Background: an optimization exercise with open tools, aiming at small area. Do not read the settings as production practice. Only simulation tests tie the RTL to the original design; equivalence was not proved. Power and IR drop assume default switching activity.

### flow/design.v
module cmd_ctrl_top #(
    parameter       p_clk_freq  = 50000000,
    parameter       p_baud_freq = 115200
) (
    input           i_clk,
    input           i_rst,
    output          o_tx,
    input           i_rx
);
reg  [8:0] rxp;
reg  [3:0] rxs;      
reg  [7:0] rxd;
wire       rx_idle = (rxs == 4'd0);
wire       rx_tick = (rxp == 9'd217);
wire       rx_done = rx_idle & (rxp == 9'd218);    
wire       freeze;
always @(posedge i_clk) begin
    if (~i_rst | (i_rx & rx_idle) | (rxp == 9'd433))
        rxp <= 9'd0;
    else
        rxp <= rxp + 1'b1;
end
always @(posedge i_clk or negedge i_rst) begin
    if (~i_rst)
        rxs <= 4'd0;
    else if (rx_tick)
        rxs <= (rxs == 4'd10) ? 4'd0 : rxs + 1'b1;
end
always @(posedge i_clk) begin
    if (rx_tick & (rxs != 4'd0) & (rxs <= 4'd8) & ~freeze)
        rxd <= {i_rx, rxd[7:1]};
end
wire [3:0] rx_hex =
    (rxd[7:4] == 4'h3 && rxd[3:0] <= 4'h9)                     ? rxd[3:0] :
    (rxd[7:4] == 4'h4 && rxd[3:0] >= 4'h1 && rxd[3:0] <= 4'h5) ? rxd[3:0] + 4'h9 :
                                                                 4'hF;
reg  [8:0] txp;
reg  [3:0] ts;
wire       tx_tick = (txp == 9'd217);
wire       tx_rise = (ts == 4'd12);
wire       tx_go;
wire [7:0] ch;
always @(posedge i_clk) begin
    if (~i_rst | (txp == 9'd433))
        txp <= 9'd0;
    else
        txp <= txp + 1'b1;
end
always @(posedge i_clk or negedge i_rst) begin
    if (~i_rst)
        ts <= 4'd0;
    else if (tx_tick) begin
        if (ts == 4'd0)
            ts <= 4'd12;
        else if (ts == 4'd11)
            ts <= tx_go ? 4'd1 : 4'd11;
        else if (ts == 4'd10)
            ts <= 4'd0;
        else
            ts <= ts + 1'b1;
    end
    else if (ts == 4'd12)
        ts <= 4'd11;
end
wire [3:0] tsb = ts - 4'd2;
wire tx_out = (ts == 4'd1)                  ? 1'b0 :
              (ts >= 4'd2 && ts <= 4'd9)    ? ch[tsb[2:0]] :
              (ts == 4'd10)                 ? ^ch :
                                              1'b1;
localparam [4:0]
    S_IDLE  = 5'd0,
    S_CMD   = 5'd1,
    S_PRE_C = 5'd2,  S_W1_C  = 5'd3,  S_W_C  = 5'd4,
    S_D2    = 5'd5,  S_D1    = 5'd6,  S_D0   = 5'd7,
    S_PRE_G = 5'd8,  S_W1_G  = 5'd9,  S_W_G  = 5'd10,
    S_PROC  = 5'd11,
    S_R2    = 5'd12, S_W1_L  = 5'd13, S_W_L  = 5'd14,
    S_R1    = 5'd15, S_W1_H  = 5'd16, S_W_H  = 5'd17,
    S_R0    = 5'd18,
    S_PRE_CR= 5'd19, S_W1_CR = 5'd20, S_W_CR = 5'd21,
    S_PRE_LF= 5'd22, S_W1_LF = 5'd23, S_W_LF = 5'd24;
reg  [4:0] st;
reg        ca;       
reg        cb;       
reg  [7:0] r_reg;
reg  [3:0] pb_hi;    
wire in_w = (st == S_W_C) | (st == S_W_G) | (st == S_W_L) |
            (st == S_W_H) | (st == S_W_CR) | (st == S_W_LF);
assign tx_go = in_w;
always @(posedge i_clk or negedge i_rst) begin
    if (~i_rst)
        st <= S_IDLE;
    else case (st)
        S_IDLE:   if (rx_done) st <= S_CMD;
        S_CMD:    st <= (ca | cb) ? S_PRE_C : S_D0;
        S_PRE_C:  st <= S_W1_C;
        S_W1_C:   st <= S_W_C;
        S_W_C:    if (tx_rise) st <= ca ? S_D2 : S_D0;
        S_D2:     if (rx_done) st <= S_D1;
        S_D1:     if (rx_done) st <= S_D0;
        S_D0:     st <= cb ? S_PRE_G : S_PROC;
        S_PRE_G:  st <= S_W1_G;
        S_W1_G:   st <= S_W_G;
        S_W_G:    if (tx_rise) st <= S_PROC;
        S_PROC:   st <= cb ? S_R2 : S_R0;
        S_R2:     st <= S_W1_L;
        S_W1_L:   st <= S_W_L;
        S_W_L:    if (tx_rise) st <= S_R1;
        S_R1:     st <= S_W1_H;
        S_W1_H:   st <= S_W_H;
        S_W_H:    if (tx_rise) st <= S_R0;
        S_R0:     st <= (ca | cb) ? S_PRE_CR : S_IDLE;
        S_PRE_CR: st <= S_W1_CR;
        S_W1_CR:  st <= S_W_CR;
        S_W_CR:   if (tx_rise) st <= S_PRE_LF;
        S_PRE_LF: st <= S_W1_LF;
        S_W1_LF:  st <= S_W_LF;
        S_W_LF:   if (tx_rise) st <= S_IDLE;
        default:  st <= S_IDLE;
    endcase
end
always @(posedge i_clk) begin
    if (st == S_IDLE) begin
        ca <= (rxd == 8'h70) | (rxd == 8'h77);
        cb <= (rxd == 8'h70) | (rxd == 8'h72);
    end
end
always @(posedge i_clk or negedge i_rst) begin
    if (~i_rst)
        r_reg <= 8'd0;
    else if (((st == S_D2) | (st == S_D1)) & rx_done & ~cb)
        r_reg <= {r_reg[3:0], rx_hex};
end
always @(posedge i_clk) begin
    if ((st == S_D2) & rx_done)
        pb_hi <= rx_hex;
end
assign freeze = ca & cb & (st >= S_D0) & (st <= S_W_L);
wire       ping = ca & cb;
wire [3:0] dig  = (st == S_W_L) ? (ping ? rx_hex : r_reg[3:0])
                                : (ping ? pb_hi  : r_reg[7:4]);
wire [7:0] dig_ch = (dig <= 4'h9) ? {4'h3, dig} : {4'h4, dig - 4'h9};
assign ch = (st == S_W_C)  ? 8'h3A :
            (st == S_W_G)  ? 8'h3E :
            (st == S_W_CR) ? 8'h0D :
            (st == S_W_LF) ? 8'h0A :
                             dig_ch;
wire lb = ~(in_w | (st == S_W1_L) | (st == S_R2) | ((st == S_R0) & ~cb));
assign o_tx = lb ? i_rx : tx_out;
endmodule
### flow/run.sh
#!/bin/bash
# synth_recipe.tcl (not shown) runs the flow's synth.tcl, then flattens the netlist and writes it again
# the make line also repeats each setting of config.mk as NAME=value (left out here)
make -C /OpenROAD-flow-scripts/flow DESIGN_CONFIG=/design/flow/config.mk WORK_HOME=/design/flow/orfs CLKGATE_MAP_FILE= SYNTH_SCRIPT=/design/flow/synth_recipe.tcl finish
### flow/config.mk
export PLATFORM = sky130hd
export DESIGN_NAME = cmd_ctrl_top
export DESIGN_NICKNAME = cmd_ctrl_top
export VERILOG_FILES = /design/flow/design.v
export SDC_FILE = /design/flow/constraint.sdc
export NUM_CORES = 4
export LEC_CHECK = 0
export ABC_AREA = 1
export CAP_MARGIN = 20
export CORE_MARGIN = 2
export CORE_UTILIZATION = 40
export SLEW_MARGIN = 20
### flow/constraint.sdc
create_clock -name core_clock -period 20.0 [get_ports {i_clk}]
set_input_delay 4.0000 -clock core_clock [delete_from_list [all_inputs] [get_ports {i_clk}]]
set_output_delay 4.0000 -clock core_clock [all_outputs]
set_load 0.01 [all_outputs]
==> results of run 1 <==
[worst register-to-register path, delay by kind of cell (launching register included)]
kind                   cells  cell delay (ns)
AO/OA/AOI/OAI              2             0.39
buffers and inverters      3             0.46
flip-flops                 1             0.57
AND/OR/NAND/NOR            7             1.02
[cells in the mapped netlist, drive strengths merged]
cell type | instances | area (sq um)
a2111oi | 1 | 8.76
a211oi | 3 | 22.5
a21boi | 2 | 26.3
a21oi | 22 | 144
a22o | 2 | 17.5
a22oi | 3 | 22.5
a311oi | 1 | 8.76
a32o | 1 | 10.0
a41oi | 2 | 17.5
and2 | 1 | 6.26
buf | 2 | 16.3
clkbuf | 4 | 15.0
clkinv | 1 | 5.00
dfrtp | 21 | 526
dfxtp | 18 | 360
edfxtp | 14 | 420
ha | 12 | 150
inv | 75 | 282
nand2 | 118 | 478
nand3 | 44 | 248
nand3b | 2 | 15.0
nand4 | 11 | 68.8
nor2 | 61 | 259
nor3 | 15 | 85.1
nor3b | 3 | 22.5
nor4 | 5 | 31.3
o2111ai | 3 | 26.3
o211ai | 1 | 7.51
o21a | 3 | 22.5
o21ai | 23 | 119
o21bai | 1 | 7.51
o22ai | 1 | 6.26
o31ai | 1 | 7.51
o41ai | 1 | 16.3
or2 | 3 | 18.8
xnor2 | 2 | 17.5
xor2 | 2 | 17.5
[final timing paths]
path / from / endpoint / slack, ns / cells past startpoint
max: i_rx / o_tx / 10.72 / 4
min: rxs[2] / rxs[2] / 0.47 / 1
max reg2reg: st[4] / st[1] / 17.47 / 12
min reg2reg: rxs[2] / rxs[2] / 0.47 / 1
max in group asynchronous: i_rst / st[2] / 15.69 / 2
min in group asynchronous: i_rst / r_reg[1] / 4.04 / 2
[layer usage]
metal,vias to the layer above,part of all wire (%),track usage (%)
li1,1608,-,-
met1,1434,50,22.1
met2,60,46,26.7
met3,6,3.9,2.93
met4,0,1.0,4.49
met5,-,0,0
[through the flow]
step                      cell area (sq um)  setup slack (ns)
after floorplan                        3530             11.82
after global placement                 3670             10.71
after detailed placement               3670             10.72
after CTS                              3790             10.72
after global routing                   3790             10.65
final                                  3790             10.72
[kinds of logic after synthesis]
logic type | after synthesis
flip-flops | 53
AND/OR/NAND/NOR | 263
XOR/XNOR | 4
buffers and inverters | 82
AO/OA/AOI/OAI | 71
adder cells (fa/ha/maj) | 12
[area by class of cell]
| cell class | instances | area (sq um) |
|---|---|---|
| clock buffer | 7 | 108 |
| clock inverter | 1 | 11.3 |
| fill | 876 | 4840 |
| inverter | 76 | 287 |
| multi-input combinational | 350 | 1910 |
| sequential | 53 | 1310 |
| tap | 108 | 135 |
| timing repair buffer | 4 | 37.5 |
[power by group through the flow]
| stage | sequential [mW] | combinational (mW) | clock (mW) |
|---|---|---|---|
| finish | 0.111 | 0.00438 | 0.0751 |
| global route | 0.112 | 0.00516 | 0.0823 |
| CTS | 0.111 | 0.00457 | 0.0791 |
| detailed placement | 0.114 | 0.00453 | 0 |
| global placement | 0.114 | 0.00446 | 0 |
| floorplan | 0.114 | 0.00207 | 0 |
==> impl_metrics.yaml, run 1 <==
placed_design:
  gpl.final_weighted_congestion: 0.998
  dp.final_hpwl_microns: 5730
  port-buffer-count: 3
  placed_cells: 591
timing:
  fmax_mhz: 108
  fin_skew_ns: 0.00913
  rsz0062_at_grt: "no"
  finalHoldViolations: 0
  fin_worst_hold_slack_ns: 0.469
  max_slew_margin_pct: 40.2
  worstMarginPinSlew_ns: 0.886
  post-route-min-period_ns: 9.28
  final_min_period_over_clock_period_pct: 46.4
  totalNegativeSetupSlack_ns: 0
  drv_slew: 0
  report.final.setup_viol: 0
worst_setup_path:
  cpLargestDelayFamily: "buffers and inverters"
  critical_path.cell_chain: "clkdlybuf4s50_1 -> nand4_1 -> nand2_1 -> clkdlybuf4s50_1"
  startpoint_type: "primary input"
  critical_path_buf_inv_count: 2
  worst_ep_required_time_ns: 16.00
  cp_common_cell: "sky130_fd_sc_hd__clkdlybuf4s50_1"
  timing.critical_path.fanout_max: 3
  critPathMaxStageDelay_ns: 0.55
  criticalPathCategory: "in -> out"
  worst-endpoint-arrival_ns: 5.28
  critical_path.slowest_cell: "sky130_fd_sc_hd__clkdlybuf4s50_1"
  critical_path.endpoint_type: "output port"
logic_synthesis:
  synth.yosys.seq_area_share_pct: 37.0
  synthSimpleGateAreaFrac_pct: 34.9
  synth.lib_cells_used.distinct: 51
  synth.cell_area_sq_mm: 0.00353
  synth-adder-area-share_pct: 4.25
  syn-num-nets: 500
  synth_top_family_by_area: "simple AND/OR/NAND/NOR gates"
  synthesis.yosys.warnings: 1
  synth-seq-cells: 53
  yosys-mux-area-fraction_pct: 0
  post_synth_inst_count: 485
  post_synth_xor_area_fraction_pct: 0.992
  synth_compound_gate_area_share_pct: 13.9
  avgSynthCellArea_sq_um: 7.28
global_routing:
  antenna_found_initial: 0
  track_usage_pct: 16.3
  grt-ovfl-total: 0
  grt_start_max_net_pins: 24
  grt_first_pass_wirelength_microns: 13100
  first_global_vias: 2979
flow_run:
  drv.max_cap_violation_count: 0
cts:
  cts_hold_repair.buffers: 0
  clock_latency_ns: 0.31
  clock-sinks: 53
  cts.reportedPaths.clkPinSlew_ns: 0.10
  cts_post_setup_buffers_inserted: 0
  root_buffer: "sky130_fd_sc_hd__clkbuf_8"
  tritoncts_clock_tree: "yes"
  htree_num_levels: 2
  post_cts_resized: 0
  tritoncts.num_buffers: 5
  cts-root-to-sink-buffers: 2
cells_and_area:
  post_route_cells_drive_above_1_share_pct: 11.8
  number_of_diodes: 0
  mostFrequentLayoutCell: "sky130_fd_sc_hd__nand2_1"
  area.growth.synth_to_final_pct: 7.37
  top_regs: "rxp x9, txp x9"
  nets: 505
  most-common-layout-cells: "sky130_fd_sc_hd__nand2_1 (108), sky130_fd_sc_hd__inv_1 (64), sky130_fd_sc_hd__nor2_1 (51)"
  post_layout_nonfiller_instances: 599
  layout.core_utilization_pct: 43.9
floorplan:
  core_area_sq_mm: 0.00864
  num_io_pins: 4
  floorplan.die_area_sq_mm: 0.00960
  floorplan.rows: 34
  die_width_microns: 98.0
  floorplan.initialDensity_pct: 40.9
  die_height_microns: 98.0
detailed_routing:
  drc: 0
  dr.pass1.iters: 5
  routed_wl_microns: 7530
  drt_iter0_drc: 220
  wire_per_inst_microns: 12.6
  post_drt_via_cell_ratio: 5.19
  drtAntennaViolNets: 0
  vias: 3108
power:
  clockPowerShare_pct: 39.4
  power.share.combinational_pct: 2.3
  switchingPower_mw: 0.0419
  power.share.sequential_pct: 58.3
  p_leak_nw: 1.72
  finalPower_mw: 0.191
  internal_power_mw: 0.149
  power_density_mw_per_mm2: 50.3
  sw_frac_of_total_pct: 21.9
  power.ir.vdd_worst_v: 0.0000292
worst_hold_path:
  min-delay-path-class: "reg -> reg"
status:
  outcome: "complete, no violations"
==> inputs of run 2 (changes only) <==
--- a/flow/config.mk
+++ b/flow/config.mk
@@ -6,5 +6,4 @@
 export NUM_CORES = 4
 export LEC_CHECK = 0
-export ABC_AREA = 1
 export CAP_MARGIN = 20
 export CORE_MARGIN = 2
==> run 2 against run 1 <==
Still clean. Cell count fell by 15%. Worst hold slack improved by 0.011 ns. Core utilization shrank 0.40 points. Fmax shrank 6.7%. Flip-flop and latch count did not move. First-iteration DRC count is 10% higher. Critical path depth is 2 higher. Design area decreased by 0.43%. Power grew 87%. Register-to-register slack lost 0.18 ns. Largest power group is now combinational cells.
==> impl_metrics.yaml, run 2 <==
logic_synthesis:
  synth_ff_type: "sky130_fd_sc_hd__dfrtp_1"
  synth.cell_area_sq_mm: 0.00357
  synthesis.yosys.warnings: 1
  post-synth-top-area-cell: "sky130_fd_sc_hd__dfrtp_1"
  syn-num-nets: 425
  synth.yosys.seq_area_share_pct: 36.6
  synth.area.top_cells: "sky130_fd_sc_hd__dfrtp_1 (15%), sky130_fd_sc_hd__edfxtp_1 (12%), sky130_fd_sc_hd__dfxtp_1 (10%), sky130_fd_sc_hd__nor2_1 (4.6%), sky130_fd_sc_hd__ha_1 (4.2%)"
  avgSynthCellArea_sq_um: 8.70
  post_synth_inst_count: 410
  synth.lib_cells_used.distinct: 70
  synth-async-reset-ratio_pct: 39.6
  synth_common_cells: "sky130_fd_sc_hd__nor2_1 (44), sky130_fd_sc_hd__nand2_1 (34), sky130_fd_sc_hd__a21oi_1 (23)"
  synth-seq-cells: 53
  synth_largest_type_area_fraction_pct: 14.7
  synth_enable_flop_cells: 14
  synth_most_common_cell: "sky130_fd_sc_hd__nor2_1"
timing:
  final_min_period_over_clock_period_pct: 49.7
  fmax_mhz: 101
  post-route-worst-setup-slack_ns: 10.05
  report.final.setup_viol: 0
  worstMarginPinSlew_ns: 0.908
  drv_slew: 0
  max_slew_margin_pct: 39.0
  rsz0062_at_grt: "no"
  fin_skew_ns: 0.0151
  post-route-min-period_ns: 9.95
  finalHoldViolations: 0
  totalNegativeSetupSlack_ns: 0
placed_design:
  gpl.final_weighted_congestion: 0.845
  placedInstanceArea_sq_mm: 0.00367
  port-buffer-count: 3
  placement.setup.worst_slack_ns: 10.05
  dp.final_hpwl_microns: 5370
  placed_cells: 504
cells_and_area:
  number_of_diodes: 0
  post_layout_nonfiller_instances: 512
  post_route_cells_drive_above_1_share_pct: 8.17
  mostFrequentLayoutCell: "sky130_fd_sc_hd__nor2_1"
  most-common-layout-cells: "sky130_fd_sc_hd__nor2_1 (44), sky130_fd_sc_hd__nand2_1 (34), sky130_fd_sc_hd__a21oi_1 (23)"
  area.growth.synth_to_final_pct: 5.86
  top_regs: "rxp x9, txp x9"
  design_area_sq_mm: 0.00378
  nets: 418
power:
  switchingPower_mw: 0.152
  power.share.sequential_pct: 39.5
  sw_frac_of_total_pct: 42.5
  power_density_mw_per_mm2: 94.5
  internal_power_mw: 0.205
  power.share.combinational_pct: 41.6
  p_leak_nw: 1.43
  power.ir.vdd_worst_v: 0.0000340
  clockPowerShare_pct: 18.9
detailed_routing:
  dr.pass1.iters: 5
  drt_iter0_drc: 243
  vias: 2977
  wire_per_inst_microns: 14.8
  post_drt_via_cell_ratio: 5.81
  routed_wl_microns: 7590
  drtAntennaViolNets: 0
  drc: 0
floorplan:
  die_height_microns: 98.4
  floorplan.rows: 34
  die_width_microns: 98.4
  core_area_sq_mm: 0.00868
  floorplan.initialDensity_pct: 41.1
  floorplan.die_area_sq_mm: 0.00969
  num_io_pins: 4
worst_setup_path:
  critical_path.slowest_cell: "sky130_fd_sc_hd__clkdlybuf4s50_1"
  critical_path.endpoint_type: "output port"
  startpoint_type: "primary input"
  critical_path_buf_inv_count: 2
  timing.critical_path.fanout_max: 4
  critical_path.cell_chain: "clkdlybuf4s50_1 -> and2_1 -> or3_1 -> nor4_1 -> a211oi_1 -> clkdlybuf4s50_1"
  worst_ep_required_time_ns: 16.00
  cp_common_cell: "sky130_fd_sc_hd__clkdlybuf4s50_1"
  critPathMaxStageDelay_ns: 0.50
  worst-endpoint-arrival_ns: 5.95
  cpLargestDelayFamily: "buffers and inverters"
  criticalPathCategory: "in -> out"
cts:
  tritoncts.num_buffers: 5
  cts-root-to-sink-buffers: 2
  post_cts_resized: 0
  cts.reportedPaths.clkPinSlew_ns: 0.11
  cts_post_setup_buffers_inserted: 0
  clock-sinks: 53
  htree_num_levels: 2
  root_buffer: "sky130_fd_sc_hd__clkbuf_8"
  cts_hold_repair.buffers: 0
  clock_latency_ns: 0.33
  tritoncts_clock_tree: "yes"
global_routing:
  grt-ovfl-total: 0
  antenna_found_initial: 0
  track_usage_pct: 16.3
  first_global_vias: 2706
  grt_start_max_net_pins: 33
  grt_first_pass_wirelength_microns: 13100
flow_run:
  drv.max_cap_violation_count: 0
worst_hold_path:
  min-delay-path-class: "reg -> reg"
status:
  outcome: "complete, no violations"
## run 2: changes by cell type after synthesis, sizes merged, moves of 10 or more
cell / previous run / this run
clkbuf: 4 / 14
inv: 75 / 14
nor2: 61 / 44
nand2: 118 / 35
nand3: 44 / 15
## run 2: cell type report
cell class | instances | area, sq um
clock buffers | 5 | 68.8
fillers | 881 | 4900
flip-flops and latches | 53 | 1310
well taps | 108 | 135
clock inverters | 3 | 33.8
multi-input cells | 321 | 2110
repair buffers | 8 | 67.6
inverters | 14 | 52.6
## run 2: cells by family after synthesis
| family | count (synthesis) | share of synthesized area [%] |
|---|---|---|
| mux | 14 | 4.24 |
| flops | 53 | 36.6 |
| xor+xnor | 20 | 4.91 |
| compound gates | 111 | 21.7 |
| simple gates | 164 | 24.1 |
| buf+inv | 36 | 4.17 |
| fa+ha+maj | 12 | 4.21 |
## run 2: final timing paths
check	from	endpoint	depth (start not counted)	slack, ns
worst max-delay path	i_rx	o_tx	6	10.05
worst min register to register	rxd[6]	rxd[5]	0	0.48
worst max register to register	st[2]	r_reg[0]	4	17.29
min in group asynchronous	i_rst	rxs[3]	2	4.02
max in group asynchronous	i_rst	st[1]	2	15.72
worst min-delay path	rxd[6]	rxd[5]	0	0.48
## run 2: layer usage
metal  vias to the layer above  wire, microns  track usage, %
met2                        59           3510            25.6
li1                       1505              -               -
met4                         0             74            4.00
met3                         6            248            2.55
met5                         -              0               0
met1                      1407           3750            23.7
## run 2: per-stage QoR
stage                     utilization, %  hold WS [ns]  power, mW
after global routing                43.5         0.518      0.386
after detailed placement            42.3         0.444      0.291
after CTS                           43.5         0.483      0.358
after global placement              42.3         0.458      0.289
final                               43.5         0.480      0.357
after floorplan                        -         0.428      0.258
## run 2: power groups by stage
stage	Clock, mW	Sequential (mW)	Combinational (mW)
detailed placement	0	0.143	0.148
floorplan	0	0.125	0.133
global route	0.0739	0.144	0.168
CTS	0.0692	0.141	0.148
global placement	0	0.143	0.146
finish	0.0673	0.141	0.148

==> afterwards: timing with drivers on the ports <==
In the flow no input, the clock included, has a driving cell. The finished layouts below were timed again as built, in two steps.
Step 1: set_driving_cell puts a clkbuf_16 on i_clk and a buf_2 on each other input, an assumption about the parent block.
Step 2, shift: input delay + t, output delay - t, t = (earliest + latest rising clock arrival at the registers) / 2. This alone moves slack from input paths to output paths.
Three values: no drivers, after step 1, after step 2; two values: the first two.
run | t, ns | setup slack, ns | clock arrival spread, ns
run 1 | 0.338 | 10.723 / 10.700 / 10.700 | 0.010 / 0.009
run 2 | 0.351 | 10.054 / 10.034 / 10.034 | 0.015 / 0.015
After both steps setup and hold are still met in every run listed. For run 1, which loses most, drivers alone change the setup slack by -0.023 ns; drivers and shift together by -0.023 ns.
